From an optimization exercise on the open Yosys and OpenROAD flow, aimed at small area, a short achievable clock period and few clock cycles; shortcuts taken in it are not production practice. In this exercise RTL edits were held to simulation tests only and were not proved equivalent to the original. No activity file was given, so power comes from the tool's default toggle rates.

## main
==> flow/design.v (excerpt) <==
module alu(
    input logic clk,
    input logic rst,
    input logic in_alu,
    input logic[31:0] operand1,
    input logic[31:0] operand2,
    input logic [5:0]operation,
    input logic[5:0]op,
    input logic [4:0]shamt,
    output logic[31:0] result,
    output logic out_alu
);
localparam logic [1:0] ST_IDLE = 2'd0, ST_MUL = 2'd1, ST_DINIT = 2'd2, ST_DIV = 2'd3;
logic [1:0]  st;
logic [4:0]  cnt;
logic [30:0] rem;
wire [31:0] A = operand1;
wire [31:0] B = operand2;
wire op_add = (operation == 6'd13);
wire op_sub = (operation == 6'd1);
wire op_lt  = (operation == 6'd4);
wire op_gt  = (operation == 6'd5);
wire op_eq  = (operation == 6'd6);
wire op_sll = (operation == 6'd2);
wire op_srl = (operation == 6'd3);
wire op_sra = (operation == 6'd7);
wire op_rol = (operation == 6'd8) | (operation == 6'd10);
wire op_ror = (operation == 6'd9);
wire op_mul = (operation == 6'd11);
wire op_div = (operation == 6'd12);
wire op_cmp = op_lt | op_gt | op_eq;
wire op_shf = op_sll | op_srl | op_sra | op_rol | op_ror;
wire idle = (st == ST_IDLE);
wire [2:0] grp = idle ? 3'd7 : cnt[2:0];
wire [32:0] bext = {B, 1'b0};
wire [4:0] bd = bext[{grp, 2'b00} +: 5];    
function automatic [32:0] booth_pp(input [2:0] d, input [31:0] a);
    logic one, two, neg;
    logic [31:0] m;
    one = d[1] ^ d[0];
    two = (d[2] & ~d[1] & ~d[0]) | (~d[2] & d[1] & d[0]);
    neg = d[2];
    m = one ? a : (two ? {a[30:0], 1'b0} : 32'd0);
    booth_pp = {neg, m ^ {32{neg}}};
endfunction
wire [32:0] pplo = booth_pp(bd[2:0], A);
wire [32:0] pphi = booth_pp(bd[4:2], A);
wire [31:0] acc  = idle ? 32'd0 : result;
wire [31:0] mx = {acc[27:0], 1'b0, pphi[32], 1'b0, pplo[32]};
wire [31:0] my = pplo[31:0];
  ...
Size in the first run: roughly 2300 cells after synthesis, ~120 I/O pins, ~0.017 mm^2 of cells after synthesis.
export LEC_CHECK = 0
export CAP_MARGIN = 20
export CORE_MARGIN = 2
export CORE_UTILIZATION = 40
export PLACE_DENSITY = 0.6
export SLEW_MARGIN = 20
create_clock -name core_clock -period 11.0 [get_ports {clk}]
run.sh (not shown) runs the stock make flow with config.mk's settings and CLKGATE_MAP_FILE= SYNTH_SCRIPT=/design/flow/synth_recipe.tcl, a recipe that flattens the netlist after the stock synthesis.
Testbench counts of main, summed over its fixed seeds: cycles 5,792.
For the feature branch, these inputs were changed with respect to main:
Settings: setting ABC_CLOCK_PERIOD_IN_PS to 4000 for the first time; setting SETUP_SLACK_MARGIN to 5 for the first time.
### Flow results
The feature branch closes out successfully: all stages finished, all timing, DRC and antenna checks passed. Going from main to the feature branch, worst stage delay on the critical path now sits lower, final area now sits higher, register share of total power went down, routed metal-1 wirelength went up by 3100 um. main leaves less setup margin than the feature branch. When the feature branch is measured against main, its routing usage on met3 turns out 2.5 points higher. Of the two values seen for timing startpoint of the critical path, operand2[17] was produced by main and operand2[23] by the feature branch. Higher final-layout non-clock buffer area share among main and the feature branch: the feature branch.

========
== the reference run ==
alu, a different RTL version from the one above (not shown whole).
Size in the first run: roughly 2600 cells after synthesis, about 78 flip-flops, roughly 120 I/O pins.
clock: 11.0 ns
lec_check: 0
abc_area: 1
cap_margin: 20
core_margin: 2
core_utilization: 40
place_density: 0.6
setup_slack_margin: 5
slew_margin: 20
The flow did not stop early for the reference run: all stages ran, and the layout cleared the timing, DRC and antenna checks.
Testbench counts of the reference run, summed over its fixed seeds: cycles 4,604.
diff inputs: the reference run => the trial run
Settings: PLACE_DENSITY now 0.75, was 0.6; CORE_UTILIZATION now 60, was 40.
--- outcome ---
The trial run ends up with higher number of global-route vias before repair than the reference run does.
For the reference run, the slowest stage cell on the critical path was clkdlybuf4s50_1, unlike the trial run, where it was a32oi_2.
Data arrival time of the worst path: the trial run vs the reference run — no meaningful difference
Signed area change from the synthesized netlist to the final layout ended up 3.0 points lower on the trial run than on the reference run.
Compared to the reference run, the trial run has count of clock-buffer cells in the layout 1 lower.
Going from the reference run to the trial run, the minimum hold slack was found to have gone up by 0.015 ns.
Between the reference run and the trial run, the flow reports width of the die decreasing by more than 10%.
Global-route usage | the trial run above the reference run
Diff the reference run -> the trial run: clock skew now larger, summed area of non-filler cells in the final layout now smaller, met2 track utilization from global routing now larger, met1 layer usage reported by global route now larger.

========
== v16 ==
Another version of the RTL of alu (not shown whole).
Size in the first run: about 2400 cells after synthesis.
==> flow/design.v (excerpt) <==
module alu(
    input logic clk,
    input logic rst,
    input logic in_alu,
    input logic[31:0] operand1,
    input logic[31:0] operand2,
    input logic [5:0]operation,
    input logic[5:0]op,
    input logic [4:0]shamt,
    output logic[31:0] result,
    output logic out_alu
);
localparam logic [1:0] ST_IDLE = 2'd0, ST_MUL = 2'd1, ST_DINIT = 2'd2, ST_DIV = 2'd3;
logic [1:0]  st;
logic [4:0]  cnt;
logic [31:0] rem;      
logic [4:0]  bdr;      
logic        swp;      
wire [31:0] A = operand1;
wire [31:0] B = operand2;
wire [3:0]  oc = operation[3:0];
wire op_add = (oc == 4'd13);
wire op_sub = (oc == 4'd1);
wire op_lt  = (oc == 4'd4);
wire op_gt  = (oc == 4'd5);
wire op_eq  = (oc == 4'd6);
wire op_sll = (oc == 4'd2);
wire op_srl = (oc == 4'd3);
wire op_sra = (oc == 4'd7);
wire op_rol = (oc == 4'd8) | (oc == 4'd10);
wire op_ror = (oc == 4'd9);
wire op_mul = (oc == 4'd11);
wire op_div = (oc == 4'd12);
wire op_cmp = op_lt | op_gt | op_eq;
wire idle    = (st == ST_IDLE);
wire s_mul   = (st == ST_MUL);
wire s_dinit = (st == ST_DINIT);
wire s_div   = (st == ST_DIV);
function automatic [7:0] sign_groups(input [31:0] x);
    logic z, o;
    z = ~x[31];
    o = x[31];
    sign_groups[7] = 1'b1;
  ...
==> flow/config.mk <==
export PLATFORM = sky130hd
export DESIGN_NAME = alu
export DESIGN_NICKNAME = alu
export VERILOG_FILES = /design/flow/design.v
export SDC_FILE = /design/flow/constraint.sdc
export NUM_CORES = 4
export LEC_CHECK = 0
export ABC_AREA = 1
export CAP_MARGIN = 20
export CORE_MARGIN = 2
export CORE_UTILIZATION = 40
export PLACE_DENSITY = 0.6
export SLEW_MARGIN = 20
==> flow/constraint.sdc <==
create_clock -name core_clock -period 11.0 [get_ports {clk}]
set_input_delay 2.2000 -clock core_clock [delete_from_list [all_inputs] [get_ports {clk}]]
set_output_delay 2.2000 -clock core_clock [all_outputs]
set_load 0.01 [all_outputs]
standard.sh (not shown) runs the stock make flow with config.mk's settings and CLKGATE_MAP_FILE= SYNTH_SCRIPT=/design/flow/synth_recipe.tcl, a recipe that flattens the netlist after the stock synthesis.
==> flow/flow/run.sh <==
#!/bin/bash
export BUFFER_PORTS_ARGS="-buffer_cell sky130_fd_sc_hd__buf_1"
export SETUP_SLACK_MARGIN=6
bash standard.sh > standard.log 2>&1
v16: done, clean on timing, DRC and antenna
Testbench counts of v16, summed over its fixed seeds: cycles 4,604.
Modified inputs, v46 compared to v16
- an added SETUP_SLACK_MARGIN of 5
==> flow/run.sh (new file) <==
#!/bin/bash
# synth_recipe.tcl (not shown) runs the flow's synth.tcl, then flattens the netlist and writes it again
# the make line also repeats each setting of config.mk as NAME=value (left out here)
make -C /OpenROAD-flow-scripts/flow DESIGN_CONFIG=/design/flow/config.mk WORK_HOME=/design/flow/orfs CLKGATE_MAP_FILE= SYNTH_SCRIPT=/design/flow/synth_recipe.tcl finish
removed: flow/flow/run.sh
removed: flow/standard.sh
Notes after the runs:
Post-layout instance area (v16 / v46): 1.07
v46 vs v16, clock share of power went down by 0.5 points.
Later-pin clock latency in the skew report delta (v46 -> v16): insignificant
Relative to v16, the detailed-router iteration count before antenna repair of v46 is higher by 1.
Sort v16 and v46 by non-clock buffer count, ascending, and v46 comes first.
v46: synthesis-to-finish area growth lower than v16
Final-layout worst hold slack, v16 and v46: higher on v16
Taking v46 as 1.0, v16 lands at 1.08 on switching component of the power.
v46 vs. v16: wire length of the first global-routing pass moved down, total power after layout saw a decrease, sequential cell area in the final layout level.
--- input diff v46..v34 ---
==> flow/flow/run.sh (new file) <==
#!/bin/bash
# The standard layout (standard.sh: unchanged synthesis, steps and
# constraints); only the cell used to buffer each input and output port is
# chosen here (a plain buffer instead of the default delay buffer).
export BUFFER_PORTS_ARGS="-buffer_cell sky130_fd_sc_hd__buf_2"
bash standard.sh > standard.log 2>&1
==> flow/standard.sh (new file) <==
#!/bin/bash
# synth_recipe.tcl (not shown) runs the flow's synth.tcl, then flattens the netlist and writes it again
# the make line also repeats each setting of config.mk as NAME=value (left out here)
make -C /OpenROAD-flow-scripts/flow DESIGN_CONFIG=/design/flow/config.mk WORK_HOME=/design/flow/orfs CLKGATE_MAP_FILE= SYNTH_SCRIPT=/design/flow/synth_recipe.tcl "${@:-finish}"
removed: flow/run.sh
### Flow results
- v34: share of the final layout cell area in multi-input gates 2.6 points above v46
- Compared with v46, v34 shows a core utilization that is 2.1 points lower.
- There was hardly any difference in via count between v46 and v34.
- The setup slack of v34 is smaller than that of v46.
- Maximum clock frequency essentially unchanged between v34 and v46.
- Post-CTS clock slew at the launch and capture registers of the worst setup and hold paths across v46 and v34: no real change.
### v34 -> v54
- SLEW_MARGIN now 10, was 20
- CAP_MARGIN now 10, was 20
==> flow/run.sh (new file) <==
#!/bin/bash
# synth_recipe.tcl (not shown) runs the flow's synth.tcl, then flattens the netlist and writes it again
# the make line also repeats each setting of config.mk as NAME=value (left out here)
make -C /OpenROAD-flow-scripts/flow DESIGN_CONFIG=/design/flow/config.mk WORK_HOME=/design/flow/orfs CLKGATE_MAP_FILE= SYNTH_SCRIPT=/design/flow/synth_recipe.tcl finish
removed: flow/flow/run.sh
removed: flow/standard.sh
Findings:
- v54: done, clean on timing, DRC and antenna
- In v54 the clock share of power turned out 1.2 points higher than in v34.
- Delta (v54 minus v34): worst setup slack rose 0.0070 ns, post-route total power rose 4.0%, multi-input combinational area share fell 2.6 points, met2 global-route usage fell 1.2 points.
diff inputs: v54 => v11
- CAP_MARGIN: 10 -> 20
- SLEW_MARGIN: 10 -> 20
==> flow/flow/run.sh (new file) <==
#!/bin/bash
# The standard layout (standard.sh: unchanged synthesis, steps and
# constraints); only the cell used to buffer each input and output port is
# chosen here (a plain buffer instead of the default delay buffer).
export BUFFER_PORTS_ARGS="-buffer_cell sky130_fd_sc_hd__buf_1"
bash standard.sh > standard.log 2>&1
==> flow/standard.sh (new file) <==
#!/bin/bash
# synth_recipe.tcl (not shown) runs the flow's synth.tcl, then flattens the netlist and writes it again
# the make line also repeats each setting of config.mk as NAME=value (left out here)
make -C /OpenROAD-flow-scripts/flow DESIGN_CONFIG=/design/flow/config.mk WORK_HOME=/design/flow/orfs CLKGATE_MAP_FILE= SYNTH_SCRIPT=/design/flow/synth_recipe.tcl "${@:-finish}"
removed: flow/run.sh
Notes after the runs:
- Sequential fraction of design power for v11 is higher than for v54.
- Met3 track demand over resource: v11 vs v54 up 1.4 points
- Against v54, highest achievable clock rate in v11 came out better.
- Density: v11 sparser than v54
- The synthesized cell count on v54 is in line with that on v11.
- Per the comparison of v11 with v54, multi-input logic portion of the cell area went up by 2.8 points; leakage dissipation went down by 0.00043 uW; relative area change from synthesis to final layout went down by 5.1 points.

========
alu, a different RTL version from the one above (not shown whole).
For scale: about 2500 cells after synthesis, roughly 78 flip-flops, roughly 120 I/O pins.
==> flow/config.mk <==
export PLATFORM = sky130hd
export DESIGN_NAME = alu
export DESIGN_NICKNAME = alu
export VERILOG_FILES = /design/flow/design.v
export SDC_FILE = /design/flow/constraint.sdc
export NUM_CORES = 4
export LEC_CHECK = 0
export ABC_AREA = 1
export CAP_MARGIN = 20
export CORE_MARGIN = 2
export CORE_UTILIZATION = 45
export GPL_ROUTABILITY_DRIVEN = 0
export PLACE_DENSITY = 0.6
export SLEW_MARGIN = 20
==> flow/constraint.sdc <==
create_clock -name core_clock -period 11.0 [get_ports {clk}]
set_input_delay 2.2000 -clock core_clock [delete_from_list [all_inputs] [get_ports {clk}]]
set_output_delay 2.2000 -clock core_clock [all_outputs]
set_load 0.01 [all_outputs]
==> flow/flow/run.sh <==
#!/bin/bash
export BUFFER_PORTS_ARGS="-buffer_cell sky130_fd_sc_hd__buf_1"
export SETUP_SLACK_MARGIN=5.5
bash standard.sh > standard.log 2>&1
Testbench counts at the start, summed over its fixed seeds: cycles 4,436.
Edit:
CORE_UTILIZATION = 40   (was 45)
GPL_ROUTABILITY_DRIVEN = unset   (was 0)
The changed run finished with timing, DRC and antenna clean.
Design area grows by about 1.2%.
Wire length goes up by 13%.
Combinational power barely changes.
Via count barely changes.
First-iteration DRC count went down by about 1.7%.
Clock-buffer cell count came out higher by 1.
Worst hold slack is worse by 5.1 ps.
Clock skew is higher by 3.0 ps.
Utilization went down by 4.9 points.
Total power went up by about 1.2%.

========
== run A ==
alu, a different RTL version from the one above (not shown whole).
Size: roughly 2600 cells after synthesis, ~78 flip-flops, about 120 I/O pins, roughly 15000 um^2 of cells after synthesis.
Design alu, start of the top module:
module alu(
    input logic clk,
    input logic rst,
    input logic in_alu,
    input logic[31:0] operand1,
    input logic[31:0] operand2,
    input logic [5:0]operation,
    input logic[5:0]op,
    input logic [4:0]shamt,
    output logic[31:0] result,
    output logic out_alu
);
clock: 11.0 ns
lec_check: 0
abc_area: 1
cap_margin: 20
core_margin: 2
core_utilization: 40
place_density: 0.6
slew_margin: 20
Scripts as last shown in full above: flow/flow/run.sh
Testbench counts of run A, summed over its fixed seeds: cycles 4,436.
Input-level comparison between run B and run A:
# run A
export LEC_CHECK = 0
export ABC_AREA = 1
export CAP_MARGIN = 20
export CORE_MARGIN = 2
export CORE_UTILIZATION = 40
export PLACE_DENSITY = 0.6
export SLEW_MARGIN = 20
create_clock -name core_clock -period 11.0 [get_ports {clk}]
# run B
export LEC_CHECK = 0
export ABC_AREA = 1
export CAP_MARGIN = 20
export CORE_MARGIN = 2
export CORE_UTILIZATION = 45
export GPL_ROUTABILITY_DRIVEN = 0
export PLACE_DENSITY = 0.6
export SLEW_MARGIN = 20
create_clock -name core_clock -period 11.0 [get_ports {clk}]
Findings:
- Run B: final worst slack is 0.098 ns higher than what run A reported.
- Looking at combined area of the multi-input logic cells, run B sits 1.0% below run A.
- Going from run A to run B, via count higher, worst voltage drop across the vdd grid higher.
- The estimated power of run B ends up lower than the estimate for run A.
- Against run A, run B reports a number of cells on the worst reg-to-reg path that is higher.
- For the number of tap cells added at floorplan, run B came in 26 lower than run A did.
Here is what was changed in the inputs of run C compared with run B.
# run B
export LEC_CHECK = 0
export ABC_AREA = 1
export CAP_MARGIN = 20
export CORE_MARGIN = 2
export CORE_UTILIZATION = 45
export GPL_ROUTABILITY_DRIVEN = 0
export PLACE_DENSITY = 0.6
export SLEW_MARGIN = 20
create_clock -name core_clock -period 11.0 [get_ports {clk}]
# run C
export LEC_CHECK = 0
export ABC_AREA = 1
export CAP_MARGIN = 20
export CORE_MARGIN = 2
export CORE_UTILIZATION = 40
export PLACE_DENSITY = 0.6
export SETUP_SLACK_MARGIN = 5
export SLEW_MARGIN = 20
create_clock -name core_clock -period 11.0 [get_ports {clk}]
-- flow/flow/run.sh --
<<< run B, line 2
>>> run C, line 2
# The standard layout (standard.sh: unchanged synthesis, steps and
# constraints); only the cell used to buffer each input and output port is
# chosen here (a plain buffer instead of the default delay buffer).
<<< run B, line 3
export SETUP_SLACK_MARGIN=5.5
>>> run C, line 6
Findings:
- Taking run B as the reference, in run C proportion of power drawn by flip-flops and latches level; final period utilization moved up; met3 track demand over resource moved down; number of flip-flops and latches in the synthesized netlist level; via count normalized by instance count moved down.
- The lower final non-filler cell area came out of run C.
- On combinational power, run B tracks run C almost exactly.
- Amount of wire on met3 after detailed routing delta for run C relative to run B: about 20% lower
- Sort run C and run B by met2 wire length asc -> top: run B

-- afterwards: timing with drivers on the ports --
In the flow no input, the clock included, has a driving cell. The finished layouts below were timed again as built, in two steps. Step 1 assumes that a clkbuf_16 drives the clock port and a buf_2 every other input. Step 2 times the ports against the registers' clock, not the clock port: input delays grow and output delays shrink by t, the midpoint of the rising clock arrivals with the driver on. Three values: ideal ports, drivers, drivers and shift; two values: the first two.
run | t (ns) | setup slack, ns | hold slack, ns
main | 0.372 | 1.822 / 1.831 / 1.459 | 0.570 / 0.570 / 0.570
the feature branch | 0.382 | 3.880 / 3.870 / 3.488 | 0.567 / 0.567 / 0.567
the reference run | 0.431 | 5.113 / 5.138 / 4.707 | 0.489 / 0.489 / 0.489
the trial run | 0.411 | 4.988 / 5.009 / 4.598 | 0.504 / 0.504 / 0.504
v16 | 0.405 | 5.352 / 5.349 / 4.944 | 0.522 / 0.522 / 0.522
v46 | 0.415 | 5.099 / 5.127 / 4.712 | 0.498 / 0.498 / 0.498
v34 | 0.413 | 5.092 / 5.125 / 4.712 | 0.502 / 0.502 / 0.502
v54 | 0.415 | 5.099 / 5.127 / 4.712 | 0.498 / 0.498 / 0.498
v11 | 0.412 | 5.162 / 5.189 / 4.777 | 0.505 / 0.505 / 0.505
the first run of note 4 | 0.407 | 5.567 / 5.595 / 5.187 | 0.506 / 0.506 / 0.506
the second run of note 4 | 0.410 | 5.531 / 5.560 / 5.150 | 0.501 / 0.501 / 0.501
run A | 0.418 | 5.405 / 5.397 / 4.978 | 0.530 / 0.530 / 0.530
run B | 0.431 | 5.503 / 5.489 / 5.058 | 0.512 / 0.512 / 0.512
run C | 0.430 | 5.149 / 5.181 / 4.750 | 0.523 / 0.523 / 0.523
After both steps setup and hold are still met in every run listed. The setup slack of run B, which loses most, moves by -0.014 ns with the drivers and by -0.445 ns with both steps.
